This design comes from an exercise in tuning for small area on the open sky130 flow, not from production work.
In this exercise RTL edits were held to simulation tests only and were not proved equivalent to the original.
The flow treats the clock pin as an ideal source. Dropping or thinning the clock tree relies on that and would not hold on a real chip.
Power and IR drop assume default switching activity.

### flow/design.v
module AD_Table(Data_In,BCD_Out,Table_CLK);
input Table_CLK;
input [11:0] Data_In;
output [11:0] BCD_Out;
wire [7:0] vn;
reg [7:0] v;
wire [9:0] o;
always @(posedge Table_CLK) v <= vn;
ar u_ar(.x(Data_In), .vn(vn));
bcd u_bcd(.v(v), .o(o));
assign BCD_Out = {2'b00, o};
endmodule
module ar(input [11:0] x, output [7:0] vn);
wire _000_;
wire _001_;
wire _002_;
wire _003_;
wire _004_;
wire _005_;
wire _006_;
wire _007_;
wire _008_;
wire _009_;
wire _010_;
wire _011_;
wire _012_;
wire _013_;
wire _014_;
wire _015_;
wire _016_;
wire _017_;
wire _018_;
wire _019_;
wire _020_;
wire _021_;
wire _022_;
wire _023_;
wire _024_;
wire _025_;
wire _026_;
wire _027_;
wire _028_;
wire _029_;
wire _030_;
wire _031_;
wire _032_;
wire _033_;
wire _034_;
wire _035_;
wire _036_;
wire _037_;
wire _038_;
wire _039_;
wire _040_;
wire _041_;
wire _042_;
wire _043_;
wire _044_;
wire _045_;
wire _046_;
wire _047_;
wire _048_;
wire _049_;
wire _050_;
wire _051_;
wire _052_;
wire _053_;
wire _054_;
wire _055_;
wire _056_;
wire _057_;
wire _058_;
wire _059_;
wire _060_;
wire _061_;
wire _062_;
wire _063_;
wire _064_;
wire _065_;
wire _066_;
wire _067_;
wire _068_;
wire _069_;
wire _070_;
wire _071_;
wire _072_;
wire _073_;
wire _074_;
wire _075_;
wire _076_;
wire _077_;
wire _078_;
wire _079_;
wire _080_;
wire _081_;
wire _082_;
wire _083_;
wire _084_;
assign _008_ = ( ~ (x[6]) );
assign _009_ = ( ~ (x[11]) & ~ (_008_) );
assign _010_ = ( ~ (x[11]) );
assign _011_ = ( ~ (x[6]) & ~ (_010_) );
assign _012_ = ( ~ (_009_) & ~ (_011_) );
assign _013_ = ( ~ (x[4]) );
assign _014_ = ( ~ (_010_) & ~ (_013_) );
assign _015_ = ( ~ (x[8]) );
assign _016_ = ( ~ (x[2]) & ~ (_015_) );
assign _017_ = ( ~ (x[10]) );
assign _018_ = ( ~ (x[9]) & ~ (_016_) ) | ( ~ (_015_) & ~ (_016_) );
assign _019_ = ( ~ (x[9]) & ~ (x[2]) ) | ( (x[9]) & (x[2]) );
assign _020_ = ( ~ (_019_) );
assign _021_ = ( ~ (_018_) & ~ (_020_) );
assign _022_ = ( ~ (_021_) );
assign _023_ = ( ~ (_017_) & ~ (_022_) ) | ( ~ (x[9]) & ~ (_016_) );
assign _024_ = ( ~ (x[11]) & ~ (x[4]) );
assign _025_ = ( ~ (_024_) & ~ (_014_) );
assign _026_ = ( (_023_) & (_025_) );
assign _027_ = ( ~ (_015_) & ~ (_019_) );
assign _028_ = ( ~ (x[1]) );
assign _029_ = ( ~ (_015_) & ~ (_028_) );
assign _030_ = ( ~ (_029_) & ~ (_020_) );
assign _031_ = ( ~ (_027_) & ~ (_030_) );
assign _032_ = ( ~ (x[8]) & ~ (_028_) ) | ( ~ (x[7]) );
assign _033_ = ( ~ (x[5]) );
assign _034_ = ( ~ (_033_) & ~ (_008_) ) | ( ~ (x[11]) & ~ (_008_) );
assign _035_ = ( ~ (_034_) );
assign _036_ = ( ~ (x[7]) & ~ (x[0]) ) | ( ~ (_035_) );
assign _037_ = ( ~ (x[8]) & ~ (x[1]) );
assign _038_ = ( ~ (_037_) & ~ (_029_) );
assign _039_ = ( ~ (_038_) );
assign _040_ = ( ~ (x[7]) ) | ( ~ (x[0]) );
assign _041_ = ( ~ (x[7]) );
assign _042_ = ( ~ (_027_) ) | ( ~ (_028_) );
assign _043_ = ( ~ (_041_) & ~ (_031_) ) | ( ~ (_042_) );
assign _044_ = ( ~ (_036_) & ~ (_043_) ) | ( ~ (_039_) & ~ (_043_) ) | ( ~ (_040_) & ~ (_043_) );
assign _045_ = ( ~ (x[7]) & ~ (x[0]) );
assign _046_ = ( ~ (_040_) );
assign _047_ = ( ~ (_045_) & ~ (_046_) ) | ( ~ (_035_) );
assign _048_ = ( ~ (_038_) ) | ( ~ (x[0]) );
assign _049_ = ( ~ (x[11]) & ~ (_033_) ) | ( ~ (_008_) );
assign _050_ = ( ~ (_047_) ) | ( ~ (_048_) ) | ( ~ (_049_) );
assign _051_ = ( ~ (_044_) );
assign _052_ = ( ~ (_012_) );
assign _053_ = ( ~ (x[1]) & ~ (x[3]) & ~ (_018_) ) | ( ~ (x[0]) & ~ (x[3]) & ~ (_018_) );
assign _054_ = ( ~ (_052_) & ~ (_053_) ) | ( ~ (_033_) );
assign _055_ = ( ~ (x[1]) & ~ (x[0]) ) | ( ~ (x[3]) );
assign _056_ = ( ~ (x[9]) );
assign _057_ = ( ~ (_056_) & ~ (_021_) ) | ( ~ (x[2]) & ~ (_021_) );
assign _058_ = ( ~ (_055_) & ~ (_057_) ) | ( ~ (x[5]) ) | ( ~ (_012_) );
assign _059_ = ( ~ (x[4]) & ~ (_017_) ) | ( ~ (_054_) ) | ( ~ (_058_) );
assign _060_ = ( ~ (_033_) & ~ (_012_) ) | ( ~ (_013_) & ~ (x[10]) );
assign _061_ = ( ~ (_012_) & ~ (_023_) ) | ( ~ (_060_) );
assign _062_ = ( ~ (_020_) & ~ (_048_) ) | ( ~ (_043_) );
assign _063_ = ( ~ (_059_) ) | ( ~ (_061_) ) | ( ~ (_062_) );
assign _064_ = ( ~ (_051_) & ~ (_063_) ) | ( ~ (_049_) & ~ (_063_) );
assign _065_ = ( ~ (_031_) & ~ (_044_) & ~ (_064_) ) | ( ~ (_031_) & ~ (_050_) & ~ (_064_) ) | ( ~ (_032_) & ~ (_044_) & ~ (_064_) ) | ( ~ (_032_) & ~ (_050_) & ~ (_064_) );
assign _066_ = ( (x[10]) & ~ (_021_) ) | ( ~ (x[10]) & (_021_) );
assign _067_ = ( ~ (_066_) ) | ( ~ (x[3]) );
assign _068_ = ( ~ (_065_) ) | ( ~ (_067_) );
assign _069_ = ( (x[3]) ) | ( (_066_) );
assign _070_ = ( ~ (_025_) & ~ (_023_) );
assign _071_ = ( ~ (_070_) & ~ (_026_) );
assign _072_ = ( ~ (_068_) & ~ (_071_) ) | ( ~ (_069_) & ~ (_071_) );
assign _073_ = ( ~ (_072_) );
assign _074_ = ( ~ (_014_) & ~ (_026_) ) | ( ~ (_073_) );
assign _075_ = ( ~ (_017_) ) | ( ~ (x[5]) );
assign _076_ = ( ~ (_072_) ) | ( ~ (_024_) );
assign _077_ = ( ~ (x[5]) & ~ (x[10]) ) | ( (x[5]) & (x[10]) );
assign _078_ = ( ~ (_074_) ) | ( ~ (_076_) ) | ( ~ (_077_) );
assign _079_ = ( ~ (_078_) ) | ( ~ (_074_) ) | ( ~ (_075_) );
assign _080_ = ( ~ (_074_) & ~ (_075_) ) | ( ~ (_079_) );
assign _081_ = ( ~ (_012_) & ~ (_080_) ) | ( ~ (_079_) );
assign _082_ = ( ~ (x[7]) & ~ (_009_) );
assign _083_ = ( ~ (_081_) ) | ( ~ (_082_) );
assign _084_ = ( ~ (x[8]) & ~ (_083_) );
assign vn[5] = ( (x[9]) & ~ (_084_) ) | ( ~ (x[9]) & (_084_) );
assign vn[2] = ( (_052_) & ~ (_080_) ) | ( ~ (_052_) & (_080_) );
assign _000_ = ( ~ (_074_) ) | ( ~ (_076_) );
assign vn[1] = ( ~ (_077_) & ~ (_000_) ) | ( (_077_) & (_000_) );
assign _001_ = ( ~ (_009_) ) | ( ~ (x[7]) );
assign _002_ = ( ~ (_083_) ) | ( ~ (x[8]) );
assign _003_ = ( ~ (_084_) );
assign vn[4] = ( ~ (_081_) & ~ (_001_) ) | ( ~ (_002_) ) | ( ~ (_003_) );
assign _004_ = ( ~ (_068_) ) | ( ~ (_071_) ) | ( ~ (_069_) );
assign vn[0] = ( ~ (_073_) ) | ( ~ (_004_) );
assign _005_ = ( ~ (x[9]) & ~ (_003_) );
assign vn[6] = ( (x[10]) & ~ (_005_) ) | ( ~ (x[10]) & (_005_) );
assign _006_ = ( ~ (_001_) );
assign _007_ = ( ~ (_082_) & ~ (_006_) );
assign vn[3] = ( (_007_) & ~ (_081_) ) | ( ~ (_007_) & (_081_) );
assign vn[7] = ( ~ (_005_) & ~ (_010_) ) | ( ~ (_017_) & ~ (_010_) );
endmodule
module bcd(input [7:0] v, output [9:0] o);
wire _000_;
wire _001_;
wire _002_;
wire _003_;
wire _004_;
wire _005_;
wire _006_;
wire _007_;
wire _008_;
wire _009_;
wire _010_;
wire _011_;
wire _012_;
wire _013_;
wire _014_;
wire _015_;
wire _016_;
wire _017_;
wire _018_;
wire _019_;
wire _020_;
wire _021_;
wire _022_;
wire _023_;
wire _024_;
wire _025_;
wire _026_;
wire _027_;
wire _028_;
wire _029_;
wire _030_;
wire _031_;
wire _032_;
wire _033_;
wire _034_;
wire _035_;
wire _036_;
wire _037_;
wire _038_;
wire _039_;
wire _040_;
wire _041_;
wire _042_;
wire _043_;
wire _044_;
wire _045_;
wire _046_;
wire _047_;
wire _048_;
assign _001_ = ( ~ (v[5]) );
assign _002_ = ( ~ (v[7]) & ~ (_001_) );
assign _003_ = ( ~ (_000_) & ~ (v[4]) ) | ( ~ (_002_) );
assign _004_ = ( ~ (v[7]) );
assign _005_ = ( ~ (v[6]) & ~ (v[5]) & ~ (_004_) );
assign _006_ = ( ~ (_001_) & ~ (_000_) ) | ( ~ (v[7]) & ~ (_000_) );
assign _007_ = ( ~ (v[4]) & ~ (_002_) ) | ( ~ (_006_) );
assign _008_ = ( ~ (_007_) );
assign _009_ = ( ~ (_005_) & ~ (_008_) );
assign _010_ = ( ~ (v[4]) & ~ (_009_) ) | ( (v[4]) & (_009_) );
assign _011_ = ( ~ (v[3]) & ~ (_010_) );
assign _012_ = ( ~ (v[4]) & ~ (v[3]) & ~ (_000_) );
assign _013_ = ( ~ (v[5]) & ~ (_004_) & ~ (_012_) );
assign _014_ = ( ~ (v[4]) & ~ (_002_) & (_006_) );
assign _015_ = ( ~ (_013_) & ~ (_014_) );
assign _016_ = ( ~ (_003_) & ~ (_011_) ) | ( ~ (_015_) );
assign _017_ = ( ~ (_016_) );
assign _018_ = ( ~ (_004_) & ~ (_005_) );
assign _019_ = ( ~ (_018_) );
assign o[9] = ( ~ (_017_) & ~ (_019_) ) | ( ~ (_007_) & ~ (_019_) );
assign _020_ = ( ~ (_018_) & ~ (_009_) );
assign _021_ = ( ~ (v[3]) & ~ (_017_) );
assign _022_ = ( ~ (_021_) );
assign _023_ = ( ~ (_022_) ) | ( ~ (_010_) );
assign _024_ = ( ~ (_017_) ) | ( ~ (v[3]) );
assign _025_ = ( ~ (_022_) ) | ( ~ (_024_) );
assign _026_ = ( ~ (v[2]) & ~ (_025_) );
assign _027_ = ( ~ (_011_) ) | ( ~ (_002_) );
assign _028_ = ( ~ (_005_) ) | ( ~ (v[4]) );
assign _029_ = ( ~ (v[7]) & ~ (_014_) ) | ( ~ (_012_) & ~ (_014_) );
assign _030_ = ( (_027_) & (_028_) & (_029_) );
assign _031_ = ( ~ (_023_) & ~ (_026_) ) | ( ~ (_030_) );
assign _032_ = ( ~ (_019_) & ~ (_008_) ) | ( ~ (_031_) );
assign _033_ = ( (_020_) & (_032_) ) | ( (_031_) & (_032_) );
assign _034_ = ( ~ (_033_) );
assign o[7] = ( ~ (_016_) & ~ (_034_) );
assign _035_ = ( ~ (_017_) ) | ( ~ (_018_) );
assign o[8] = ( ~ (_018_) & ~ (_009_) & ~ (o[7]) ) | ( ~ (_008_) & ~ (_035_) );
assign _036_ = ( ~ (_016_) ) | ( ~ (_019_) );
assign o[6] = ( ~ (_035_) & ~ (_033_) ) | ( ~ (_036_) & ~ (_033_) );
assign o[5] = ( (_031_) & ~ (o[8]) ) | ( ~ (_031_) & (o[8]) );
assign _037_ = ( ~ (v[2]) );
assign _038_ = ( (_037_) & ~ (_031_) ) | ( ~ (_037_) & (_031_) );
assign _039_ = ( ~ (v[1]) );
assign _040_ = ( ~ (_038_) ) | ( ~ (_039_) );
assign _041_ = ( ~ (_030_) );
assign _042_ = ( ~ (_031_) ) | ( ~ (_037_) );
assign _043_ = ( ~ (_041_) & ~ (_042_) ) | ( ~ (_041_) & ~ (_025_) ) | ( ~ (_026_) & ~ (_042_) ) | ( ~ (_026_) & ~ (_025_) );
assign _044_ = ( ~ (_043_) );
assign _045_ = ( ~ (_040_) ) | ( ~ (_044_) );
assign _046_ = ( ~ (_041_) & ~ (_026_) ) | ( ~ (_041_) & ~ (_010_) ) | ( ~ (_022_) & ~ (_026_) ) | ( ~ (_022_) & ~ (_010_) );
assign o[4] = ( ~ (_045_) ) | ( ~ (_046_) );
assign _047_ = ( ~ (o[4]) & ~ (_044_) ) | ( ~ (v[1]) & ~ (_044_) );
assign o[3] = ( ~ (_040_) & ~ (_047_) ) | ( ~ (_044_) & ~ (_047_) );
assign _048_ = ( ~ (v[1]) & ~ (_043_) );
assign o[2] = ( ~ (_040_) & ~ (_046_) ) | ( ~ (_038_) & ~ (_048_) );
assign o[1] = ( (v[1]) & ~ (o[4]) ) | ( ~ (v[1]) & (o[4]) );
assign _000_ = ( ~ (v[6]) );
assign o[0] = v[0];
endmodule
### flow/flow/run.sh
#!/bin/bash
# Own layout flow: the standard synthesis, then its combinational logic re-mapped
# for area (flip-flops untouched, each candidate proven equivalent to the standard
# netlist), then the standard ORFS steps with small port buffers.
set -euo pipefail
W=$PWD
R=$W/orfs/results/$FLOW_PLATFORM/AD_Table/base
F=$W/flow
export LIB=$FLOW_HOME/platforms/$FLOW_PLATFORM/lib/sky130_fd_sc_hd__tt_025C_1v80.lib
export DONT_USE="$(sed -n '/DONT_USE_CELLS/,/^$/p' $FLOW_HOME/platforms/$FLOW_PLATFORM/config.mk | grep -o 'sky130_fd_sc_hd__[a-z0-9_]*' | tr '\n' ' ')"

bash standard.sh $R/1_2_yosys.v > std_synth.log 2>&1
cp $R/1_2_yosys.v std_1_2_yosys.v
python3 $F/cellmodels.py $LIB > cells_comb.v 2> cellmodels.log
export CELLS=$W/cells_comb.v IN=$W/std_1_2_yosys.v
python3 $F/netcut.py $IN $FLOW_TOP $W/cut_std.v > netcut_std.log 2>&1

names=""
for s in $F/a*.abc; do
  for fa in none fa; do
    n=$(basename $s .abc)_$fa; names="$names $n"
    (
      FA=$fa ABCS=$s OUT=$W/remap_$n.v timeout 900 yosys -c $F/remap.tcl > remap_$n.log 2>&1 &&
      python3 $F/netcut.py $W/remap_$n.v $FLOW_TOP $W/cut_$n.v > netcut_$n.log 2>&1 &&
      VIN=$W/cut_std.v VOUT=$W/cut_$n.v timeout 900 yosys -c $F/verify.tcl > verify_$n.log 2>&1 &&
      touch $W/ok_$n
    ) || true &
  done
done
wait
best=""; best_area=""
for n in $names; do
  [[ -f $W/ok_$n ]] || continue
  grep -q "unknown\|\\\$lut\|\\\$_" remap_$n.v.stat && continue
  a=$(grep -i "chip area" remap_$n.v.stat | awk '{print $NF}' || true)
  if [[ -n "$a" ]] && { [[ -z "$best_area" ]] || python3 -c "import sys; sys.exit(0 if $a < $best_area else 1)"; }; then
    best=$W/remap_$n.v; best_area=$a
  fi
done
echo "standard: $(grep -i 'chip area' $W/orfs/reports/$FLOW_PLATFORM/AD_Table/base/synth_stat.txt) best remap: $best $best_area" > remap_choice.log
for n in $names; do echo "$n $([[ -f $W/ok_$n ]] && echo proven || echo no) $(grep -i 'chip area' remap_$n.v.stat 2>/dev/null)" >> remap_choice.log; done
if [[ -n "$best" ]]; then cp $best $R/1_2_yosys.v; fi

export BUFFER_PORTS_ARGS="-buffer_cell sky130_fd_sc_hd__buf_1"
bash standard.sh finish > std_finish.log 2>&1
### flow/flow/a1.abc
strash
dch -f
map -a
topo
### flow/flow/a2.abc
strash
&get -n
&deepsyn -T 20 -S 1
&put
strash
dch -f
map -a
topo
### flow/flow/a3.abc
strash
dch -f
&get -n
&nf -R 1000
&put
topo
### flow/flow/a4.abc
strash
dch -f
amap
topo
### flow/flow/cellmodels.py
# Writes Verilog models of the liberty's combinational cells (from their function
# attributes) so that yosys can flatten a mapped netlist back into plain logic.
import re, sys
txt = open(sys.argv[1]).read()
def vexpr(f):
    toks = re.findall(r"[A-Za-z_][A-Za-z0-9_]*|[01]|[!&|^*+()]", f)
    out, prev = [], None
    for t in toks:
        if (re.match(r"[A-Za-z_(!]", t) and prev is not None
                and (re.match(r"[A-Za-z_0-9]", prev) or prev == ")")):
            out.append("&")
        out.append({"!": "~", "*": "&", "+": "|", "0": "1'b0", "1": "1'b1"}.get(t, t))
        prev = t
    return " ".join(out)
seen = set()
for m in re.finditer(r'cell \("?(sky130_fd_sc_hd__\w+)"?\)', txt):
    name = m.group(1)
    if name in seen or name.endswith(("conb_1", "sparecell")):
        continue
    seen.add(name)
    nxt = txt.find("cell (", m.end())
    body = txt[m.end(): nxt if nxt > 0 else len(txt)]
    if re.search(r"\b(ff|latch|statetable)\s*\(", body):
        continue
    outs = {}
    for pm in re.finditer(r'pin \("?(\w+)"?\)\s*\{', body):
        seg = body[pm.end(): pm.end() + 4000]
        nextpin = re.search(r"\n\s*pin \(", seg)
        if nextpin:
            seg = seg[: nextpin.start()]
        d = re.search(r'direction\s*:\s*"?(\w+)', seg)
        f = re.search(r'function\s*:\s*"([^"]*)"', seg)
        if d and d.group(1) == "output" and f and f.group(1).strip():
            outs[pm.group(1)] = f.group(1)
    if not outs:
        continue
    ins = sorted(set(re.findall(r"[A-Za-z_][A-Za-z0-9_]*", " ".join(outs.values()))))
    ports = ins + sorted(outs)
    print("module %s(%s);" % (name, ", ".join(ports)))
    for p in ins:
        print("input %s;" % p)
    for o in sorted(outs):
        print("output %s;" % o)
    for o, f in outs.items():
        print("assign %s = %s;" % (o, vexpr(f)))
    print("endmodule")
print("module sky130_fd_sc_hd__conb_1(HI, LO);\noutput HI;\noutput LO;\nassign HI = 1'b1;\nassign LO = 1'b0;\nendmodule")
### flow/flow/netcut.py
# Turns a flat netlist into a combinational one for an equivalence proof: each
# flip-flop instance is removed, its Q net becomes input ffq_<n> and its D net
# drives output ffd_<n>, where <n> follows the sorted instance names.
import re, sys
src = open(sys.argv[1]).read()
top = sys.argv[2]
inst = re.compile(r"^\s*(sky130_fd_sc_hd__df\w+)\s+(\\\S+|\S+)\s*\((.*?)\);", re.S | re.M)
ffs = sorted((m.group(2), dict(re.findall(r"\.(\w+)\(([^()]*)\)", m.group(3)))) for m in inst.finditer(src))
src = inst.sub("", src)
m = re.search(r"module\s+%s\s*\((.*?)\);" % re.escape(top), src, re.S)
extra_ports, decls = [], []
for i, (name, pins) in enumerate(ffs):
    extra_ports += ["ffq_%d" % i, "ffd_%d" % i]
    decls.append("  input ffq_%d;\n  output ffd_%d;\n  assign %s = ffq_%d;\n  assign ffd_%d = %s;\n" % (i, i, pins["Q"], i, i, pins["D"]))
ports = m.group(1).strip()
new_head = "module %s(%s);\n%s" % (top, ", ".join([ports] + extra_ports if ports else extra_ports), "".join(decls))
src = src[: m.start()] + new_head + src[m.end():]
# a Q net may have been declared as a reg/wire; the assign above drives it
open(sys.argv[3], "w").write(src)
print(len(ffs))
### flow/flow/remap.tcl
# Re-maps the combinational logic of the standard synthesis netlist with an
# area-oriented ABC script. Flip-flop instances (names, cell types) are kept as
# they are: the liberty cells are read as black boxes, then every combinational
# cell is replaced by its function model and flattened.
yosys read_liberty -lib $::env(LIB)
yosys read_verilog -overwrite $::env(CELLS)
yosys read_verilog $::env(IN)
yosys hierarchy -top $::env(FLOW_TOP)
yosys flatten
yosys techmap
yosys opt -fast
yosys opt_clean -purge
if {$::env(FA) ne "none"} {
  if {$::env(FA) eq "fa"} { yosys extract_fa -fa } else { yosys extract_fa }
  yosys techmap -map $::env(FLOW_HOME)/platforms/$::env(FLOW_PLATFORM)/cells_adders_hd.v
  yosys techmap
  yosys opt -fast -purge
}
set du ""
foreach c $::env(DONT_USE) { append du " -dont_use $c" }
yosys abc -script $::env(ABCS) -liberty $::env(LIB) {*}$du
yosys opt_clean -purge
yosys hilomap -singleton -hicell sky130_fd_sc_hd__conb_1 HI -locell sky130_fd_sc_hd__conb_1 LO
yosys splitnets
yosys opt_clean -purge
yosys tee -o $::env(OUT).stat stat -liberty $::env(LIB)
yosys write_verilog -noattr -nohex -nodec $::env(OUT)
### flow/flow/verify.tcl
# Proves that a re-mapped netlist ($OUT) does what the standard synthesis netlist
# ($IN) does. netcut.py has replaced their flip-flops (matched by instance name)
# with ports, so this is a combinational SAT proof.
yosys read_verilog $::env(CELLS)
yosys read_verilog $::env(VIN)
yosys rename $::env(FLOW_TOP) gold
yosys read_verilog $::env(VOUT)
yosys rename $::env(FLOW_TOP) gate
yosys hierarchy -check
yosys flatten gold gate
yosys miter -equiv -flatten -make_assert gold gate miter
yosys hierarchy -top miter
yosys sat -verify -prove-asserts miter
### flow/standard.sh
#!/bin/bash
# synth_recipe.tcl (not shown) runs the flow's synth.tcl, then flattens the netlist and writes it again
# the make line also repeats each setting of config.mk as NAME=value (left out here)
make -C /OpenROAD-flow-scripts/flow DESIGN_CONFIG=/design/flow/config.mk WORK_HOME=/design/flow/orfs CLKGATE_MAP_FILE= SYNTH_SCRIPT=/design/flow/synth_recipe.tcl "${@:-finish}"
### flow/config.mk
export PLATFORM = sky130hd
export DESIGN_NAME = AD_Table
export DESIGN_NICKNAME = AD_Table
export VERILOG_FILES = /design/flow/design.v
export SDC_FILE = /design/flow/constraint.sdc
export NUM_CORES = 4
export LEC_CHECK = 0
export ABC_AREA = 1
export CAP_MARGIN = 20
export CORE_AREA = 4 4 71 71
export CTS_BUF_LIST = sky130_fd_sc_hd__clkbuf_2
export DIE_AREA = 0 0 75 75
export SLEW_MARGIN = 20
export SYNTH_MEMORY_MAX_BITS = 65536
### flow/constraint.sdc
create_clock -name core_clock -period 10.0 [get_ports {Table_CLK}]
set_input_delay 2.0000 -clock core_clock [delete_from_list [all_inputs] [get_ports {Table_CLK}]]
set_output_delay 2.0000 -clock core_clock [all_outputs]
set_load 0.01 [all_outputs]
==> results of run 1 <==
==> stage by stage <==
| step | utilization (%) | setup WS [ps] |
|---|---|---|
| floorplan | - | 4710 |
| global placement | 23.0 | 4350 |
| detailed placement | 23.0 | 4370 |
| CTS | 23.4 | 4160 |
| global route | 23.4 | 3680 |
| finish | 23.4 | 4200 |
==> cell type report <==
| class | instances | area, um^2 |
|---|---|---|
| Timing Repair Buffer | 22 | 82.6 |
| Multi-Input combinational cell | 108 | 602 |
| Inverter | 25 | 93.8 |
| Sequential cell | 8 | 160 |
| Clock buffer | 3 | 15.0 |
| Fill cell | 502 | 3340 |
| Tap cell | 52 | 65.1 |
==> routing by layer <==
layer,up-vias,track usage [%],wire length (um),part of all wire [%]
li1,549,-,-,-
met1,426,9.78,994,50
met2,26,12.4,843,43
met3,2,0.267,114,5.8
met4,0,4.35,26,1.3
met5,-,0,0,0
==> report_power, final <==
group          total [mW]  internal, mW  switching, mW
Clock              0.0179       0.00816        0.00976
Sequential         0.0423        0.0380        0.00435
Combinational      0.0953        0.0345         0.0608
Total               0.156        0.0807         0.0749
==> path summary, 6_finish.rpt <==
check / slack [ps] / end / cells after the start
setup / recovery: 4200 / BCD_Out[5] / 21
hold / removal: 2120 / v[5] / 2
==> impl_metrics.ini, run 1 <==
[drt]
drt_iter0_markers = 41
drc_errors = 0
num_vias = 1003
drt-total-wl_um = 1980
drt-pass1-iter-count = 4
vias_per_cell = 4.60
post_drt_wl_per_cell_um = 9.08
detail-route-antenna-nets = 0

[grt]
grt_pass1_wl_um = 3420
pin_count_of_the_biggest_net_entering_global_routing = 10
grt_pass1_vias = 884
grt_overflow = 0
grt_use_total_pct = 7.52
initial_antenna_violation_count = 0

[clock_tree]
tritoncts = built
cts-root-to-sink-buffers = 2
cts-htree-levels = 1
cts_hold_buffers = 0
cts_buffers = 3
clk_transition_reported_paths_ps = 70
post-cts-setup-buffers = 0
clock_tree.root_cell = sky130_fd_sc_hd__clkbuf_2
cts_num_sinks = 8
cts_repair_resize_count = 0

[hold_path]
startpoint_of_the_worst_hold_path = Data_In[9]
timing.hold.worst.class = input pin to flop

[timing]
tightestPinTransition_ps = 581
hold-worst-slack_ps = 2120
finalMaxSlewViolations = 0
final-setup-viol-count = 0
period_utilization_pct = 58.0
fmax_mhz = 172
layout_min_cycle_time_ps = 5800
timing.setup.tns_ps = 0
max_slew_margin_pct = 60.8
rsz0062_at_grt = no
timing.final.hold_violations = 0

[placement]
hpwl_after_detailed_placement_um = 1730
numPortBuffers = 22
placedCellCount = 215
place_area_um2 = 1000
place_congestion = 0.862

[cells_and_area]
postLayoutCellArea_um2 = 1020
layoutNonFillerInstCount = 218
registers.top_by_ff_count = v
antennaDiodeCount = 0
layout.cells.most_common_list = sky130_fd_sc_hd__clkinv_1 (25), sky130_fd_sc_hd__nor2_1 (24), sky130_fd_sc_hd__buf_1 (22)
biggestRegsByFlops = v: 8 flops
drive_gt1_share_pct = 1.81
final_nets = 183
layout_commonest_cell = sky130_fd_sc_hd__clkinv_1
area_delta_synth_final_pct = 19.5
largest_reg_flops = 8

[setup_path]
timing.critical_path.to_type = primary output
largest_stage_delay_on_the_critical_path_ps = 350
worst_setup_path_startpoint = v[7]
start_kind = flop
crit_arrival_ps = 3800
crit_path_top_delay_cell = sky130_fd_sc_hd__dfxtp_1
critical_path.top_delay_family = compound AO/OA/AOI/OAI gates
crit_required_ps = 8000
cp_cell_sequence = clkinv_1 -> nand2_1 -> clkinv_1 -> nor2_1 -> nor3_1 -> a21oi_1 -> a21oi_1 -> clkinv_1 -> nand2_1 -> a31oi_1 -> clkinv_1 -> nand2_1 -> o21ai_0 -> or2_0 -> a31oi_1 -> clkinv_1 -> o22ai_1 -> nor2b_1 -> o22ai_1 -> a21oi_1 -> buf_1
critical_path_class = flop to primary output
worstPathBufferInverterCount = 6
crit_path_max_fanout = 6
crit_top_cell = sky130_fd_sc_hd__clkinv_1

[floorplanning]
die_width_um = 75
placement_rows = 24
die_y_um = 75
design.core.area_um2 = 4350
pin_count = 25
start_util_pct = 19.6
die_area_um2 = 5630

[power_and_ir_drop]
vdd.ir_drop.worst_mv = 0.0345
total_power_uw = 156
power.leakage_nw = 0.352
power_per_cell_area_nw_per_um2 = 153

[synth]
ys_warn_count = 1
synthesis.area_per_instance_um2 = 6.09
mappedNetlistArea_um2 = 852
post_synth_inst_count = 140

[run_status]
result_of_the_run = finished clean

[job]
reported_max_cap_violation_count = 0
==> inputs of run 2 (changes only) <==
==> flow/design.v (replaced) <==
module AD_Table(Data_In, BCD_Out, Table_CLK);
input Table_CLK;
input [11:0] Data_In;
output [11:0] BCD_Out;
wire w2;
wire w3;
wire w6;
wire w7;
wire w8;
wire w9;
wire w10;
wire w12;
wire w13;
wire w14;
wire w15;
wire w16;
wire w17;
wire w18;
wire w19;
wire w20;
wire w22;
wire w23;
wire w24;
wire w25;
wire w26;
wire w27;
wire w28;
wire w29;
wire w30;
wire w31;
wire w32;
wire w34;
wire w35;
wire w36;
wire w37;
wire w38;
wire w39;
wire w40;
wire w41;
wire w42;
wire w43;
wire w44;
wire w45;
wire w46;
wire w47;
wire w48;
wire w49;
wire w50;
wire w51;
wire w52;
wire w53;
wire w54;
wire w55;
wire w56;
wire w57;
wire w58;
wire w59;
wire w60;
wire w61;
wire w62;
wire w63;
wire w64;
wire w65;
wire w66;
wire w67;
wire w68;
wire w69;
wire w70;
wire w71;
wire w72;
wire w73;
wire w74;
wire w75;
wire w76;
wire w77;
wire w78;
wire w79;
wire w80;
wire w81;
wire w82;
wire w83;
wire w84;
wire w85;
wire w86;
wire w87;
wire w88;
wire w89;
wire w90;
wire w91;
wire w92;
wire w93;
wire w94;
wire w95;
wire w96;
wire w97;
wire w98;
wire w99;
wire w100;
wire w101;
wire w102;
wire w103;
wire w104;
wire w105;
wire w106;
wire w107;
wire w108;
wire w109;
wire w110;
reg [7:0] v;
wire w111 = v[0];
wire w33 = v[1];
wire w21 = v[2];
wire w11 = v[3];
wire w4 = v[4];
wire w0 = v[5];
wire w5 = v[6];
wire w1 = v[7];
assign w2 = ( (w0) ) | ( ~ (w1) );
assign w3 = ( ~ (w1) & (w0) );
assign w6 = ( ~ (w4) & ~ (w3) ) | ( ~ (w2) ) | ( ~ (w5) );
assign w7 = ( ~ (w5) & ~ (w2) ) | ( ~ (w6) );
assign w8 = ( (w4) & ~ (w7) ) | ( ~ (w4) & (w7) );
assign w9 = ( ~ (w8) );
assign w10 = ( (w4) ) | ( ~ (w5) );
assign w12 = ( ~ (w11) & ~ (w10) );
assign w13 = ( ~ (w3) ) | ( ~ (w10) );
assign w14 = ( ~ (w11) & ~ (w8) );
assign w15 = ( ~ (w4) & ~ (w3) );
assign w16 = ( ~ (w5) ) | ( ~ (w2) ) | ( ~ (w15) );
assign w17 = ( ~ (w13) & ~ (w14) ) | ( ~ (w2) & ~ (w12) ) | ( ~ (w16) );
assign w18 = ( ~ (w17) );
assign w19 = ( ~ (w11) & ~ (w18) );
assign w20 = ( (w11) & ~ (w17) ) | ( ~ (w11) & (w17) );
assign w22 = ( ~ (w21) & ~ (w20) );
assign w23 = ( ~ (w5) & ~ (w2) );
assign w24 = ( ~ (w4) ) | ( ~ (w23) );
assign w25 = ( ~ (w16) ) | ( ~ (w24) );
assign w26 = ( ~ (w3) & ~ (w12) & ~ (w25) ) | ( ~ (w3) & ~ (w1) & ~ (w25) ) | ( ~ (w14) & ~ (w12) & ~ (w25) ) | ( ~ (w14) & ~ (w1) & ~ (w25) );
assign w27 = ( (w9) & (w26) ) | ( (w19) & (w26) ) | ( (w22) & (w26) );
assign w28 = ( ~ (w21) & ~ (w27) ) | ( (w21) & (w27) );
assign w29 = ( ~ (w26) & ~ (w19) );
assign w30 = ( ~ (w8) & ~ (w29) ) | ( ~ (w22) & ~ (w29) );
assign w31 = ( ~ (w21) & ~ (w27) ) | ( ~ (w20) );
assign w32 = ( ~ (w21) & ~ (w26) & ~ (w20) ) | ( ~ (w31) );
assign w34 = ( ~ (w33) & ~ (w28) ) | ( ~ (w32) );
assign BCD_Out[4] = ( ~ (w30) ) | ( ~ (w34) );
assign w35 = ( ~ (BCD_Out[4]) );
assign w36 = ( ~ (w33) & ~ (w35) ) | ( ~ (w28) );
assign BCD_Out[2] = ( ~ (w33) & ~ (w28) & ~ (w30) ) | ( ~ (w36) );
assign w37 = ( (Data_In[6]) & ~ (Data_In[11]) ) | ( ~ (Data_In[6]) & (Data_In[11]) );
assign w38 = ( ~ (w37) );
assign w39 = ( ~ (Data_In[11]) & (Data_In[6]) );
assign w41 = ( ~ (w40) & ~ (Data_In[7]) & ~ (w39) );
assign w42 = ( ~ (w40) & ~ (Data_In[8]) ) | ( ~ (Data_In[7]) & ~ (Data_In[8]) ) | ( ~ (w39) & ~ (Data_In[8]) );
assign w43 = ( (Data_In[8]) ) | ( ~ (w41) );
assign w44 = ( ~ (w41) & ~ (w42) ) | ( ~ (w43) );
assign w45 = ( ~ (Data_In[2]) );
assign w46 = ( ~ (Data_In[9]) ) | ( ~ (Data_In[8]) );
assign w47 = ( ~ (Data_In[2]) & ~ (Data_In[8]) ) | ( ~ (w46) );
assign w48 = ( (Data_In[9]) & ~ (Data_In[2]) ) | ( ~ (Data_In[9]) & (Data_In[2]) );
assign w49 = ( ~ (w47) & ~ (w48) );
assign w50 = ( ~ (Data_In[10]) );
assign w51 = ( (w49) & (w50) ) | ( (Data_In[9]) & (w45) );
assign w52 = ( (w51) ) | ( ~ (w46) );
assign w53 = ( (Data_In[4]) & ~ (Data_In[11]) ) | ( ~ (Data_In[4]) & (Data_In[11]) );
assign w54 = ( ~ (w52) & ~ (w53) ) | ( (w52) & (w53) );
assign w55 = ( ~ (w50) & ~ (w49) ) | ( (w50) & (w49) );
assign w56 = ( ~ (Data_In[1]) );
assign w57 = ( ~ (w56) & ~ (w48) ) | ( ~ (Data_In[8]) );
assign w58 = ( (Data_In[8]) & (w57) ) | ( (w48) & (w57) );
assign w59 = ( ~ (w56) & ~ (Data_In[8]) ) | ( ~ (Data_In[7]) );
assign w60 = ( ~ (Data_In[1]) & ~ (Data_In[3]) ) | ( ~ (Data_In[0]) & ~ (Data_In[3]) );
assign w61 = ( ~ (w51) & ~ (w37) ) | ( ~ (w60) & ~ (w37) );
assign w62 = ( ~ (Data_In[1]) & ~ (Data_In[0]) ) | ( ~ (Data_In[3]) );
assign w63 = ( ~ (w47) & ~ (w62) ) | ( ~ (Data_In[5]) ) | ( ~ (w38) );
assign w64 = ( ~ (Data_In[5]) & ~ (w61) ) | ( ~ (w63) );
assign w65 = ( ~ (w37) ) | ( ~ (w52) );
assign w66 = ( ~ (Data_In[4]) ) | ( ~ (w50) ) | ( ~ (w65) );
assign w67 = ( (Data_In[1]) & ~ (Data_In[8]) ) | ( ~ (Data_In[1]) & (Data_In[8]) );
assign w68 = ( ~ (Data_In[11]) );
assign w69 = ( ~ (Data_In[5]) & ~ (w68) ) | ( ~ (Data_In[6]) );
assign w70 = ( ~ (Data_In[0]) & ~ (w69) ) | ( ~ (w67) & ~ (w69) );
assign w71 = ( ~ (Data_In[7]) ) | ( ~ (w69) );
assign w72 = ( ~ (Data_In[7]) & ~ (w67) );
assign w73 = ( ~ (Data_In[0]) & ~ (w72) ) | ( ~ (w67) & ~ (w72) );
assign w74 = ( ~ (Data_In[0]) & ~ (w73) ) | ( ~ (w71) & ~ (w73) );
assign w75 = ( ~ (w70) & ~ (w74) );
assign w76 = ( ~ (Data_In[5]) & ~ (Data_In[6]) ) | ( ~ (w68) & ~ (Data_In[6]) );
assign w77 = ( (Data_In[7]) & (Data_In[0]) ) | ( (w67) ) | ( (w76) );
assign w78 = ( ~ (w38) & ~ (w52) );
assign w79 = ( ~ (Data_In[4]) & ~ (w50) & ~ (w78) );
assign w80 = ( ~ (w64) & ~ (w75) & ~ (w79) ) | ( ~ (w64) & ~ (w77) & ~ (w79) ) | ( ~ (w66) & ~ (w75) & ~ (w79) ) | ( ~ (w66) & ~ (w77) & ~ (w79) );
assign w81 = ( ~ (Data_In[0]) ) | ( ~ (w67) ) | ( ~ (w76) );
assign w82 = ( ~ (w56) & ~ (w81) ) | ( ~ (w56) & ~ (Data_In[7]) ) | ( ~ (w48) & ~ (w81) ) | ( ~ (w48) & ~ (Data_In[7]) );
assign w83 = ( ~ (w58) & ~ (w82) ) | ( ~ (w75) & ~ (w77) );
assign w84 = ( ~ (w80) & ~ (w83) );
assign w85 = ( (w58) & (w59) ) | ( (Data_In[3]) & (w55) ) | ( (w84) );
assign w86 = ( (Data_In[3]) & (w85) ) | ( (w55) & (w85) );
assign w87 = ( ~ (w54) & ~ (w86) );
assign w88 = ( ~ (Data_In[4]) & ~ (Data_In[11]) );
assign w89 = ( ~ (w52) & ~ (w87) & ~ (w88) ) | ( ~ (w53) & ~ (w87) & ~ (w88) );
assign w90 = ( ~ (w88) & ~ (w89) ) | ( ~ (w87) & ~ (w89) );
assign w91 = ( (Data_In[10]) & ~ (Data_In[5]) ) | ( ~ (Data_In[10]) & (Data_In[5]) );
assign w92 = ( ~ (w90) & ~ (w91) ) | ( (w90) & (w91) );
assign w93 = ( ~ (Data_In[9]) & ~ (w43) );
assign w94 = ( ~ (w50) & ~ (w68) ) | ( ~ (w93) & ~ (w68) );
assign w95 = ( ~ (w33) & ~ (w28) );
assign w96 = ( ~ (w30) & ~ (w95) );
assign BCD_Out[3] = ( (w32) & (w34) ) | ( (w96) & (w34) );
assign BCD_Out[1] = ( (w33) & ~ (BCD_Out[4]) ) | ( ~ (w33) & (BCD_Out[4]) );
assign w97 = ( (w50) & (Data_In[5]) ) | ( (w50) & (w90) ) | ( (Data_In[5]) & (w90) );
assign w98 = ( ~ (w0) & ~ (w5) ) | ( ~ (w1) );
assign w99 = ( ~ (w7) ) | ( ~ (w27) );
assign w100 = ( ~ (w98) ) | ( ~ (w99) );
assign w101 = ( ~ (w98) );
assign w102 = ( ~ (w27) & ~ (w17) ) | ( ~ (w101) & ~ (w17) );
assign w103 = ( ~ (w100) ) | ( ~ (w102) );
assign w104 = ( ~ (w7) ) | ( ~ (w103) );
assign BCD_Out[9] = ( ~ (w6) & ~ (w98) ) | ( ~ (w18) & ~ (w98) );
assign BCD_Out[8] = ( ~ (w98) & ~ (BCD_Out[9]) ) | ( ~ (w104) & ~ (BCD_Out[9]) );
assign BCD_Out[5] = ( ~ (w27) & ~ (BCD_Out[8]) ) | ( (w27) & (BCD_Out[8]) );
assign BCD_Out[7] = ( ~ (w103) );
assign BCD_Out[6] = ( ~ (w17) & ~ (w102) ) | ( ~ (w100) & ~ (w102) );
assign w105 = ( (w40) & ~ (Data_In[7]) ) | ( ~ (w40) & (Data_In[7]) );
assign w106 = ( ~ (w39) & ~ (w105) ) | ( (w39) & (w105) );
assign w107 = ( ~ (Data_In[9]) & ~ (w43) ) | ( (Data_In[9]) & (w43) );
assign w108 = ( ~ (w50) & ~ (w93) ) | ( (w50) & (w93) );
assign w109 = ( ~ (w54) & ~ (w86) ) | ( (w54) & (w86) );
assign w40 = ( (w38) & (w89) ) | ( (w38) & (w97) ) | ( (w89) & (w97) );
assign w110 = ( (w38) & ~ (w89) & ~ (w97) ) | ( ~ (w38) & (w89) & ~ (w97) ) | ( ~ (w38) & ~ (w89) & (w97) ) | ( (w38) & (w89) & (w97) );
assign BCD_Out[10] = 1'b0;
assign BCD_Out[11] = BCD_Out[10];
assign BCD_Out[0] = w111;
always @(posedge Table_CLK) v <= {w94, w108, w107, w44, w106, w110, w92, w109};
endmodule
==> flow/flow/a5.abc (new file) <==
strash
&get -n
&deepsyn -T 60 -S 1
&put
strash
dch -f
&get -n
&nf -R 1000
&put
topo
==> flow/flow/a6.abc (new file) <==
strash
&get -n
&deepsyn -T 60 -S 2
&put
strash
dch -f
&get -n
&nf -R 1000
&put
topo
==> flow/flow/a7.abc (new file) <==
strash
&get -n
&deepsyn -T 60 -S 3
&put
strash
dch -f
&get -n
&nf -R 1000
&put
topo
==> run 2 against run 1 <==
  * Synthesized cell count shrank 7.1%
  * Clock power shrank 4%
  * Sequential power increased by 3%
  * Synthesized area fell by 4.1%
  * Via count is 5.4% lower
  * Clock-buffer cell count stayed put
==> impl_metrics.ini, run 2 <==
[run_status]
result_of_the_run = finished clean

[setup_path]
critical_path.top_delay_family = compound AO/OA/AOI/OAI gates
start_kind = input pin
worstPathBufferInverterCount = 5
crit_top_cell = sky130_fd_sc_hd__nor2_1
timing.critical_path.to_type = flop
crit_path_top_delay_cell = sky130_fd_sc_hd__fa_1
largest_stage_delay_on_the_critical_path_ps = 420
critical_path_class = input pin to flop
crit_required_ps = 10150
critical_path_cell_count = 26
crit_path_max_fanout = 5
crit_arrival_ps = 6400

[grt]
grt_pass1_vias = 872
grt_overflow = 0
pin_count_of_the_biggest_net_entering_global_routing = 9
grt_pass1_wl_um = 3360
initial_antenna_violation_count = 0
grt_use_total_pct = 7.45

[placement]
placedCellCount = 205
numPortBuffers = 22
hpwl_after_detailed_placement_um = 1670
place_congestion = 0.839
place_area_um2 = 968

[drt]
detail-route-antenna-nets = 0
drt-total-wl_um = 1950
drc_errors = 0
post_drt_wl_per_cell_um = 9.37
vias_per_cell = 4.56
drt_iter0_markers = 62
drt-pass1-iter-count = 4
num_vias = 949

[cells_and_area]
layout_commonest_cell = sky130_fd_sc_hd__clkinv_1
final_nets = 174
registers.top_by_ff_count = v
final_core_util_pct = 22.6
antennaDiodeCount = 0
largest_reg_flops = 8
layoutNonFillerInstCount = 208
biggestRegsByFlops = v: 8 flops
area_delta_synth_final_pct = 20.4
layout.filler_cells = 501
drive_gt1_share_pct = 1.92
postLayoutCellArea_um2 = 983
layout.cells.most_common_list = sky130_fd_sc_hd__clkinv_1 (26), sky130_fd_sc_hd__nor2_1 (24), sky130_fd_sc_hd__buf_1 (22)

[power_and_ir_drop]
power_per_cell_area_nw_per_um2 = 157
power.leakage_nw = 0.336
total_power_uw = 155
vdd.ir_drop.worst_mv = 0.0374

[synth]
ys_warn_count = 1
synthesis.area_per_instance_um2 = 6.28
post_synth_inst_count = 130
mappedNetlistArea_um2 = 817

[timing]
layout_min_cycle_time_ps = 6260
rsz0062_at_grt = no
finalMaxSlewViolations = 0
period_utilization_pct = 62.6
max_slew_margin_pct = 59.2
timing.final.hold_violations = 0
final-setup-viol-count = 0
fmax_mhz = 160
tightestPinTransition_ps = 606
timing.setup.tns_ps = 0

[clock_tree]
tritoncts = built
clk_transition_reported_paths_ps = 60
cts_hold_buffers = 0
clock_tree.root_cell = sky130_fd_sc_hd__clkbuf_2
cts_num_sinks = 8
cts_buffers = 3
post-cts-setup-buffers = 0
cts_repair_resize_count = 0
cts-htree-levels = 1
cts-root-to-sink-buffers = 2

[job]
reported_max_cap_violation_count = 0

[floorplanning]
design.core.area_um2 = 4350
start_util_pct = 18.8
die_width_um = 75
placement_rows = 24
die_y_um = 75
die_area_um2 = 5630
pin_count = 25

[hold_path]
hold_crit_depth = 2
timing.hold.worst.class = input pin to flop
-- run 2: per-stage QoR --
stage,hold WS (ps),setup WS (ps)
3_3_place_gp,2240,3610
5_1_grt,2050,3160
4_1_cts,2000,3720
2_1_floorplan,2110,4180
6_report,2010,3740
3_5_place_dp,2240,3510
-- run 2: worst paths after layout --
kind                   startpoint   end  slack (ps)
worst max-delay path   Data_In[9]  v[6]        3740
worst min-delay path  Data_In[10]  v[6]        2010
-- run 2: per-layer routing --
| metal | global-route usage, % | vias up | wire, um |
|---|---|---|---|
| met1 | 9.52 | 405 | 927 |
| met4 | 4.15 | 0 | 19 |
| met3 | 0.401 | 2 | 102 |
| li1 | - | 518 | - |
| met5 | 0 | - | 0 |
| met2 | 12.5 | 24 | 899 |
-- run 2: where the power goes --
part           switching, mW  leakage (nW)  internal (mW)
combinational         0.0604         0.256         0.0338
clock                0.00904        0.0125        0.00815
sequential           0.00489        0.0675         0.0386
total                 0.0743         0.336         0.0805
-- run 2: cell type report --
cell class / count / area, um^2 / share of cell area (%)
Tap cell: 52 / 65.1 / 6.62
Clock buffer: 3 / 15.0 / 1.53
Timing Repair Buffer: 22 / 82.6 / 8.40
Multi-Input combinational cell: 97 / 563 / 57.3
Inverter: 26 / 97.6 / 9.92
Sequential cell: 8 / 160 / 16.3
==> inputs of run 3 (changes only) <==
--- a/flow/flow/run.sh
+++ b/flow/flow/run.sh
@@ -17,5 +17,5 @@
 
 names=""
-for s in $F/a*.abc; do
+for s in $F/[ab]*.abc; do
   for fa in none fa; do
     n=$(basename $s .abc)_$fa; names="$names $n"
==> flow/flow/a8.abc (new file) <==
strash
&get -n
&dch -f
&nf -R 1000 -p -F 8 -A 4 -C 32
&put
topo
==> flow/flow/a9.abc (new file) <==
strash
dch -f
amap -m
topo
==> flow/flow/b1.abc (new file) <==
strash
&get -n
&dch -f
&nf -R 1000 -F 8 -A 4 -C 32
&put
topo
==> flow/flow/b2.abc (new file) <==
strash
&get -n
&dch -f
&nf -R 1000 -p -F 8 -A 4 -C 32
&put
strash
&get -n
&dch -f
&nf -R 1000 -p -F 8 -A 4 -C 32
&put
topo
==> flow/flow/remapR.tcl (new file) <==
# Like remap.tcl, but takes the combinational logic from the RTL itself (design.v)
# instead of from the standard synthesis netlist, so that ABC starts from the
# structure written in the RTL. Registers are named as the standard synthesis
# names them; verify.tcl then proves the result against the standard netlist.
yosys read_liberty -lib $::env(LIB)
yosys read_verilog -defer $::env(DESIGN)
yosys hierarchy -check -top $::env(FLOW_TOP)
yosys synth -nofsm -noshare -flatten -top $::env(FLOW_TOP) -run :fine
yosys opt -purge
yosys techmap
yosys opt -fast -purge
yosys rename -wire
set du ""
foreach c $::env(DONT_USE) { append du " -dont_use $c" }
yosys dfflibmap -liberty $::env(LIB) {*}$du
yosys opt_clean -purge
if {$::env(FA) ne "none"} {
  if {$::env(FA) eq "fa"} { yosys extract_fa -fa } else { yosys extract_fa }
  yosys techmap -map $::env(FLOW_HOME)/platforms/$::env(FLOW_PLATFORM)/cells_adders_hd.v
  yosys techmap
  yosys opt -fast -purge
}
yosys abc -script $::env(ABCS) -liberty $::env(LIB) {*}$du
yosys opt_clean -purge
yosys hilomap -singleton -hicell sky130_fd_sc_hd__conb_1 HI -locell sky130_fd_sc_hd__conb_1 LO
yosys splitnets
yosys opt_clean -purge
yosys tee -o $::env(OUT).stat stat -liberty $::env(LIB)
yosys write_verilog -noattr -nohex -nodec $::env(OUT)
removed: flow/flow/a2.abc
==> run 3 against run 2 <==
  * Combinational power grew 32%
  * Largest power group unchanged
  * Synthesized cell count is 12% lower
  * Hold slack better by 110 ps
  * Total power up 21%
  * Still clean on timing, DRC and antenna
  * Critical path depth fell by 7
  * Clock power barely moved
  * Sequential share of layout area is 0.17 points higher
  * Critical path type is now flop to primary output
  * Core utilization down 0.23 points
  * Routed wire length shrank 7.9%
  * Design area shrank 1.0%
  * Clock-buffer cell count did not move
==> impl_metrics.ini, run 3 <==
[cells_and_area]
largest_reg_flops = 8
multi_input_area_um2 = 628
antennaDiodeCount = 0
final_nets = 159
biggestRegsByFlops = v: 8 flops
drive_gt1_share_pct = 2.13
registers.top_by_ff_count = v
layout_commonest_cell = sky130_fd_sc_hd__buf_1
ff_latch_area_um2 = 160
area_delta_synth_final_pct = 20.6
layout.cells.most_common_list = sky130_fd_sc_hd__buf_1 (22), sky130_fd_sc_hd__o21ai_0 (15), sky130_fd_sc_hd__nor2_1 (14)
layout.filler_cells = 499

[drt]
vias_per_cell = 4.56
drc_errors = 0
post_drt_wl_per_cell_um = 9.30
drt_iter0_markers = 15
met3_wirelength_um = 137
top_layer = met4
met1_length_um = 859
met2WireLength_um = 784
num_vias = 881
drt-total-wl_um = 1800
detail-route-antenna-nets = 0
drt-pass1-iter-count = 4

[clock_tree]
cts-htree-levels = 1
cts_hold_buffers = 0
post-cts-setup-buffers = 0
cts-root-to-sink-buffers = 2
cts_buffers = 3
clock_tree.root_cell = sky130_fd_sc_hd__clkbuf_2
cts_num_sinks = 8
tritoncts = built
cts_repair_resize_count = 0
clk_transition_reported_paths_ps = 60

[grt]
grt_pass1_wl_um = 3020
initial_antenna_violation_count = 0
grt_overflow = 0
grt_use_total_pct = 6.65
pin_count_of_the_biggest_net_entering_global_routing = 9
grt_pass1_vias = 755

[timing]
finalMaxSlewViolations = 0
layout_setup_ws_ps = 4260
rsz0062_at_grt = no
timing.final.hold_violations = 0
hold-worst-slack_ps = 2120
max_slew_margin_pct = 54.6
final-setup-viol-count = 0
timing.setup.tns_ps = 0
layout_min_cycle_time_ps = 5740
tightestPinTransition_ps = 676
period_utilization_pct = 57.4
fmax_mhz = 174

[setup_path]
timing.critical_path.to_type = primary output
crit_required_ps = 8000
critical_path_class = flop to primary output
start_kind = flop
crit_path_max_fanout = 6
crit_arrival_ps = 3740

[synth]
ys_warn_count = 1
mappedNetlistArea_um2 = 807
synthesis.area_per_instance_um2 = 7.02
post_synth_inst_count = 115

[power_and_ir_drop]
vdd.ir_drop.worst_mv = 0.0362
power_per_cell_area_nw_per_um2 = 193
power.leakage_nw = 0.337

[placement]
place_congestion = 0.833
numPortBuffers = 22
pre_cts_slack_ps = 4070
hpwl_after_detailed_placement_um = 1560

[job]
reported_max_cap_violation_count = 0

[floorplanning]
die_width_um = 75
start_util_pct = 18.5
die_area_um2 = 5630
pin_count = 25
design.core.area_um2 = 4350
placement_rows = 24
die_y_um = 75

[hold_path]
timing.hold.worst.class = input pin to flop

[run_status]
result_of_the_run = finished clean
run 3: cell count changes in the layout (fill, tap and decap cells not counted), moves of 3 or more:
cell / change
sky130_fd_sc_hd__o21ai_0: +3
sky130_fd_sc_hd__nor2b_1: +4
sky130_fd_sc_hd__xnor2_1: +7
sky130_fd_sc_hd__xor2_1: +7
sky130_fd_sc_hd__nor2_1: -10
sky130_fd_sc_hd__nand2b_1: +4
sky130_fd_sc_hd__o22ai_1: -5
sky130_fd_sc_hd__a21oi_1: -4
sky130_fd_sc_hd__nand2_1: +3
sky130_fd_sc_hd__clkinv_1: -20
run 3: worst paths after layout:
path / start / endpoint / slack (ps) / depth (start not counted)
hold / removal: Data_In[9] / v[5] / 2120 / 2
setup / recovery: v[5] / BCD_Out[2] / 4260 / 19
run 3: layout make-up:
cell class                      count  share of cell area (%)
Tap cell                           52                    6.68
Timing Repair Buffer               22                    8.48
Inverter                            6                    2.31
Sequential cell                     8                    16.5
Clock buffer                        3                    1.54
Multi-Input combinational cell    102                    64.5
run 3: per-layer routing:
| layer | up-vias | global-route usage [%] |
|---|---|---|
| met4 | 0 | 3.56 |
| met1 | 392 | 8.94 |
| li1 | 460 | - |
| met2 | 27 | 10.7 |
| met3 | 2 | 0.267 |
| met5 | - | 0 |
run 3: report_power, final:
part	total (mW)	internal (mW)	switching, mW
logic	0.124	0.0484	0.0759
clock network	0.0171	0.00816	0.00896
registers	0.0464	0.0400	0.00640
total	0.188	0.0965	0.0913
run 3: critical path, cell delays in order (launching register included):
cell and delay [ps]:
sky130_fd_sc_hd__dfxtp_1 310, sky130_fd_sc_hd__nor2b_1 160, sky130_fd_sc_hd__o211ai_1 200, sky130_fd_sc_hd__o21ai_0 200, sky130_fd_sc_hd__xor2_1 210, sky130_fd_sc_hd__nor2_1 150
sky130_fd_sc_hd__nor2_1 60, sky130_fd_sc_hd__nor3_1 530, sky130_fd_sc_hd__xnor2_1 150, sky130_fd_sc_hd__nor2_1 190, sky130_fd_sc_hd__nor2_1 80, sky130_fd_sc_hd__nor2_1 300
sky130_fd_sc_hd__xnor2_1 170, sky130_fd_sc_hd__or2_0 170, sky130_fd_sc_hd__nand2_1 80, sky130_fd_sc_hd__nand2_1 120, sky130_fd_sc_hd__clkinv_1 70, sky130_fd_sc_hd__o21ai_0 130
sky130_fd_sc_hd__o21ai_0 100, sky130_fd_sc_hd__buf_1 140
run 3: stage by stage:
step	power [mW]	instances	instance area (um^2)	utilization, %
3_5_place_dp	0.174	190	958	22.0
4_1_cts	0.192	193	973	22.4
3_3_place_gp	0.173	190	958	22.0
2_1_floorplan	0.137	116	811	-
6_report	0.188	193	973	22.4
5_1_grt	0.209	193	973	22.4
==> inputs of run 4 (changes only) <==
--- a/flow/flow/run.sh
+++ b/flow/flow/run.sh
@@ -43,3 +43,4 @@
 
 export BUFFER_PORTS_ARGS="-buffer_cell sky130_fd_sc_hd__buf_1"
+export POST_CTS_TCL=$F/post_cts.tcl
 bash standard.sh finish > std_finish.log 2>&1
==> flow/flow/post_cts.tcl (new file) <==
# After CTS: the clock tree for this handful of flip-flops is a root buffer and two
# leaf buffers. Drive every sink from the root buffer instead and remove the leaf
# buffers, so the clock still reaches every register through exactly one buffer.
set block [ord::get_db_block]
set root ""
foreach inst [$block getInsts] {
  if {[string match "clkbuf_0_*" [$inst getName]]} { set root $inst }
}
if {$root ne ""} {
  set rootnet [[$root findITerm X] getNet]
  set leaves {}
  foreach it [$rootnet getITerms] {
    set inst [$it getInst]
    if {$inst ne $root && [$it isInputSignal] && [string match "*clkbuf*" [[$inst getMaster] getName]]} {
      lappend leaves $inst
    }
  }
  foreach leaf $leaves {
    set lnet [[$leaf findITerm X] getNet]
    foreach it [$lnet getITerms] {
      if {[$it getInst] ne $leaf} {
        $it disconnect
        $it connect $rootnet
      }
    }
    [$leaf findITerm A] disconnect
    [$leaf findITerm X] disconnect
    odb::dbInst_destroy $leaf
    odb::dbNet_destroy $lnet
  }
  # one stronger buffer, placed at the centre of its sinks
  $root swapMaster [[ord::get_db] findMaster sky130_fd_sc_hd__clkbuf_4]
  set sx 0; set sy 0; set n 0
  foreach it [$rootnet getITerms] {
    set inst [$it getInst]
    if {$inst eq $root} { continue }
    set bb [$inst getBBox]
    set sx [expr {$sx + ([$bb xMin] + [$bb xMax]) / 2}]
    set sy [expr {$sy + ([$bb yMin] + [$bb yMax]) / 2}]
    incr n
  }
  if {$n > 0} { $root setLocation [expr {$sx / $n}] [expr {$sy / $n}] }
  puts "post_cts: removed [llength $leaves] leaf clock buffers; [$root getName] drives [llength [$rootnet getITerms]] pins"
  detailed_placement
  estimate_parasitics -placement
}
==> run 4 against run 3 <==
  * Clock power decreased by 33%
  * Final cell count decreased by 1.0%
  * Largest power group unchanged
  * Combinational power barely moved
  * Routed wire length is 0.50% higher
  * Synthesized area unchanged
  * Core utilization down 0.17 points
  * Critical endpoint is now v[7]
  * Critical path type is now input pin to flop
  * Global-route usage up 0.14 points
  * Sequential cell count unchanged
  * Synthesized cell count is the same
  * Maximum frequency decreased by 0.47%
  * Hold slack improved by 69 ps
==> impl_metrics.ini, run 4 <==
[cells_and_area]
biggestRegsByFlops = v: 8 flops
antennaDiodeCount = 0
layout.cells.most_common_list = sky130_fd_sc_hd__buf_1 (22), sky130_fd_sc_hd__o21ai_0 (15), sky130_fd_sc_hd__nor2_1 (14)
drive_gt1_share_pct = 0.719
final_nets = 157
final_core_util_pct = 22.2
layout_commonest_cell = sky130_fd_sc_hd__buf_1
registers.top_by_ff_count = v
layoutNonFillerInstCount = 191
postLayoutCellArea_um2 = 966
largest_reg_flops = 8
area_delta_synth_final_pct = 19.7

[run_status]
result_of_the_run = finished clean

[grt]
grt_overflow = 0
grt_pass1_wl_um = 3020
initial_antenna_violation_count = 0
grt_use_total_pct = 6.79
pin_count_of_the_biggest_net_entering_global_routing = 9
grt_pass1_vias = 742

[power_and_ir_drop]
share_clk_of_total_power_pct = 6.3
internal_power_uw = 93.1
power_frac_seq_pct = 25.4
combinationalPowerShare_pct = 68.3
power_per_cell_area_nw_per_um2 = 189
total_power_uw = 182
switchingPower_uw = 89.1
power.leakage_nw = 0.330
power.share.switching_pct = 48.9
vdd.ir_drop.worst_mv = 0.0427

[setup_path]
crit_arrival_ps = 5800
crit_path_max_fanout = 8
crit_required_ps = 10030
worst_setup_path_startpoint = Data_In[8]
critical_path_class = input pin to flop
crit_end = v[7]
start_kind = input pin
timing.critical_path.to_type = flop

[timing]
period_utilization_pct = 57.7
finalMaxSlewViolations = 0
rsz0062_at_grt = no
layout_setup_ws_ps = 4230
timing.final.hold_violations = 0
tightestPinTransition_ps = 676
layout_min_cycle_time_ps = 5770
timing.setup.tns_ps = 0
fmax_mhz = 173
final-setup-viol-count = 0
hold-worst-slack_ps = 2190
max_slew_margin_pct = 54.6

[drt]
detail-route-antenna-nets = 0
drc_errors = 0
post_drt_wl_per_cell_um = 9.45
drt-total-wl_um = 1800
drt_iter0_markers = 19
drt-pass1-iter-count = 4
num_vias = 873
vias_per_cell = 4.57

[hold_path]
timing.hold.worst.class = input pin to flop

[floorplanning]
start_util_pct = 18.5
die_y_um = 75
die_area_um2 = 5630
die_width_um = 75
placement_rows = 24
pin_count = 25
design.core.area_um2 = 4350

[placement]
pre_cts_slack_ps = 4070
numPortBuffers = 22
place_area_um2 = 958
place_congestion = 0.833
hpwl_after_detailed_placement_um = 1560
placedCellCount = 190

[synth]
synthesis.area_per_instance_um2 = 7.02
post_synth_inst_count = 115
ys_warn_count = 1
mappedNetlistArea_um2 = 807

[clock_tree]
cts_num_sinks = 8
clk_transition_reported_paths_ps = 70

[job]
reported_max_cap_violation_count = 0
-- run 4: area by class of cell --
class                      count  area [um^2]
fill                         498         3390
inverter                       6         22.5
sequential                     8          160
tap                           52         65.1
clock buffer                   1         7.51
timing repair buffer          22         82.6
multi-input combinational    102          628
-- run 4: worst min-delay path by stage --
stage	startpoint	endpoint	slack, ps	cells after the start
after floorplan	Data_In[9]	v[5]	2100	1
after global placement	Data_In[9]	v[5]	2340	2
after detailed placement	Data_In[9]	v[5]	2340	2
after global routing	Data_In[9]	v[5]	2200	2
final	Data_In[9]	v[5]	2190	2
-- run 4: per-layer routing --
layer | track usage, % | up-vias | wire length, um
li1 | - | 455 | -
met1 | 9.19 | 389 | 882
met2 | 11.5 | 27 | 776
met3 | 0.668 | 2 | 131
met4 | 1.78 | 0 | 14
met5 | 0 | - | 0
-- run 4: critical path, cell delays in order --
cell and delay, ps:
sky130_fd_sc_hd__buf_1 250, sky130_fd_sc_hd__o21ai_0 170, sky130_fd_sc_hd__nor2_1 190, sky130_fd_sc_hd__a21oi_1 110
sky130_fd_sc_hd__nand2_1 160, sky130_fd_sc_hd__a21oi_1 90, sky130_fd_sc_hd__a221oi_1 290, sky130_fd_sc_hd__o221ai_1 160
sky130_fd_sc_hd__nand2_1 70, sky130_fd_sc_hd__o21ai_0 140, sky130_fd_sc_hd__fa_1 410, sky130_fd_sc_hd__nor2_1 200
sky130_fd_sc_hd__a31oi_1 90, sky130_fd_sc_hd__fa_1 400, sky130_fd_sc_hd__fa_1 430, sky130_fd_sc_hd__nor3_1 250
sky130_fd_sc_hd__nand2b_1 140, sky130_fd_sc_hd__nor2_1 170, sky130_fd_sc_hd__a21oi_1 90
-- run 4: power groups by stage --
stage                     Combinational, mW  Sequential, mW  Clock (mW)
after global routing                  0.142          0.0479      0.0126
after detailed placement              0.126          0.0473           0
after global placement                0.126          0.0472           0
after floorplan                      0.0903          0.0469           0
final                                 0.124          0.0464      0.0114
==> inputs of run 5 (changes only) <==
--- a/flow/flow/post_cts.tcl
+++ b/flow/flow/post_cts.tcl
@@ -45,2 +45,23 @@
   estimate_parasitics -placement
 }
+
+# The constant-0 outputs each got their own tie cell; drive them all from one.
+set keep ""
+foreach inst [$block getInsts] {
+  if {![string match "sky130_fd_sc_hd__conb_1" [[$inst getMaster] getName]]} { continue }
+  set lo [$inst findITerm LO]
+  set hi [$inst findITerm HI]
+  if {[$hi getNet] ne "NULL" && [$hi getNet] ne ""} { continue }
+  set net [$lo getNet]
+  if {$net eq "NULL" || $net eq ""} { continue }
+  if {[llength [$net getITerms]] != 1} { continue }
+  if {$keep eq ""} { set keep $net; continue }
+  foreach bt [$net getBTerms] {
+    $bt disconnect
+    $bt connect $keep
+  }
+  puts "post_cts: merged tie cell [$inst getName] into net [$keep getName]"
+  $lo disconnect
+  odb::dbInst_destroy $inst
+  odb::dbNet_destroy $net
+}
==> run 5 against run 4 <==
  * Still clean
  * Routed wire length up 4.1%
  * Synthesized cell count unchanged
  * Die area unchanged
  * Via count down 1.4%
  * First-iteration DRC count down 5.3%
  * Clock-buffer cell count unchanged
  * Clock power about the same
  * Sequential share of layout area up 0.065 points
  * Core utilization down 0.086 points
  * Non-clock buffer count unchanged
  * Synthesized area unchanged
  * Critical path type unchanged
  * Critical endpoint unchanged
  * Highest routed layer unchanged
==> impl_metrics.ini, run 5 <==
[run_status]
result_of_the_run = finished clean

[timing]
tightestPinTransition_ps = 666
finalMaxSlewViolations = 0
hold-worst-slack_ps = 2190
timing.final.hold_violations = 0
max_slew_margin_pct = 55.2
timing.setup.tns_ps = 0
period_utilization_pct = 57.5
rsz0062_at_grt = no
layout_min_cycle_time_ps = 5750
fmax_mhz = 174
final-setup-viol-count = 0

[floorplanning]
die_area_um2 = 5630
start_util_pct = 18.5
die_y_um = 75
design.core.area_um2 = 4350
die_width_um = 75
placement_rows = 24
pin_count = 25

[synth]
synthesis.area_per_instance_um2 = 7.02
post_synth_inst_count = 115
mappedNetlistArea_um2 = 807
ys_warn_count = 1

[setup_path]
crit_arrival_ps = 5780
critical_path_class = input pin to flop
start_kind = input pin
timing.critical_path.to_type = flop
crit_path_max_fanout = 8
crit_required_ps = 10030

[cells_and_area]
drive_gt1_share_pct = 0.725
layoutNonFillerInstCount = 190
largest_reg_flops = 8
biggestRegsByFlops = v: 8 flops
final_core_util_pct = 22.1
antennaDiodeCount = 0
layout_commonest_cell = sky130_fd_sc_hd__buf_1
area_delta_synth_final_pct = 19.2
layout.cells.most_common_list = sky130_fd_sc_hd__buf_1 (22), sky130_fd_sc_hd__o21ai_0 (15), sky130_fd_sc_hd__nor2_1 (14)
registers.top_by_ff_count = v
final_nets = 156

[grt]
grt_pass1_vias = 745
grt_use_total_pct = 7.06
initial_antenna_violation_count = 0
pin_count_of_the_biggest_net_entering_global_routing = 9
grt_pass1_wl_um = 3110
grt_overflow = 0

[hold_path]
hold-path-endpoint = v[5]
startpoint_of_the_worst_hold_path = Data_In[9]
timing.hold.worst.class = input pin to flop
hold_crit_depth = 2

[drt]
vias_per_cell = 4.53
detail-route-antenna-nets = 0
post_drt_wl_per_cell_um = 9.88
drt-total-wl_um = 1880
num_vias = 861
drc_errors = 0
drt-pass1-iter-count = 4
drt_iter0_markers = 18

[power_and_ir_drop]
vdd.ir_drop.worst_mv = 0.0427
total_power_uw = 182
power.leakage_nw = 0.326
power_per_cell_area_nw_per_um2 = 190

[placement]
place_congestion = 0.833
hpwl_after_detailed_placement_um = 1560
placedCellCount = 190
numPortBuffers = 22

[job]
reported_max_cap_violation_count = 0

[clock_tree]
clk_transition_reported_paths_ps = 70
cts_num_sinks = 8
-- run 5: cell types whose count changed in the layout (fill, tap and decap cells not counted) --
cell / previous run / this run
sky130_fd_sc_hd__conb_1: 2 / 1
-- run 5: routing by layer --
layer / vias up / share of wire, % / GRT usage [%]
met2: 27 / 44 / 12.4
met5: - / 0 / 0
met4: 0 / 0.75 / 1.78
met3: 2 / 6.8 / 0.668
li1: 452 / - / -
met1: 380 / 48 / 9.27
-- run 5: how the worst max path moves through the flow --
stage	from	end	slack, ps	depth (start not counted)
after floorplan	Data_In[2]	v[7]	4640	18
after global placement	Data_In[8]	v[7]	4150	19
after detailed placement	Data_In[8]	v[7]	4070	19
after global routing	v[5]	BCD_Out[2]	3810	19
final	Data_In[8]	v[7]	4250	19
-- run 5: layout make-up --
| type | instances | area, um^2 |
|---|---|---|
| flip-flops and latches | 8 | 160 |
| clock buffers | 1 | 7.51 |
| repair buffers | 22 | 82.6 |
| inverters | 6 | 22.5 |
| fillers | 497 | 3390 |
| well taps | 52 | 65.1 |
| multi-input cells | 101 | 624 |
-- run 5: power breakdown --
part	switching, mW	total, mW	leakage, nW	internal, mW
logic	0.0762	0.125	0.254	0.0484
registers	0.00642	0.0464	0.0675	0.0400
clock network	0.00665	0.0114	0.00460	0.00477
total	0.0893	0.182	0.326	0.0931
-- run 5: worst max-delay path: stages --
cell and delay (ps):
sky130_fd_sc_hd__buf_1 250, sky130_fd_sc_hd__o21ai_0 170, sky130_fd_sc_hd__nor2_1 180, sky130_fd_sc_hd__a21oi_1 110, sky130_fd_sc_hd__nand2_1 150, sky130_fd_sc_hd__a21oi_1 90
sky130_fd_sc_hd__a221oi_1 290, sky130_fd_sc_hd__o221ai_1 160, sky130_fd_sc_hd__nand2_1 70, sky130_fd_sc_hd__o21ai_0 140, sky130_fd_sc_hd__fa_1 410, sky130_fd_sc_hd__nor2_1 200
sky130_fd_sc_hd__a31oi_1 90, sky130_fd_sc_hd__fa_1 400, sky130_fd_sc_hd__fa_1 430, sky130_fd_sc_hd__nor3_1 250, sky130_fd_sc_hd__nand2b_1 140, sky130_fd_sc_hd__nor2_1 170
sky130_fd_sc_hd__a21oi_1 90
-- run 5: through the flow --
step           area [um^2]  setup slack (ps)
2_1_floorplan          811              4640
3_3_place_gp           958              4150
3_5_place_dp           958              4070
5_1_grt                962              3810
6_report               962              4250

Check on run 5: ideal ports give 4.250 ns setup slack; a clkbuf_16 on the clock port and buf_2 on the inputs give 4.246 ns; moving port delays by the midpoint clock arrival (0.158 ns) as well gives 4.088 ns.
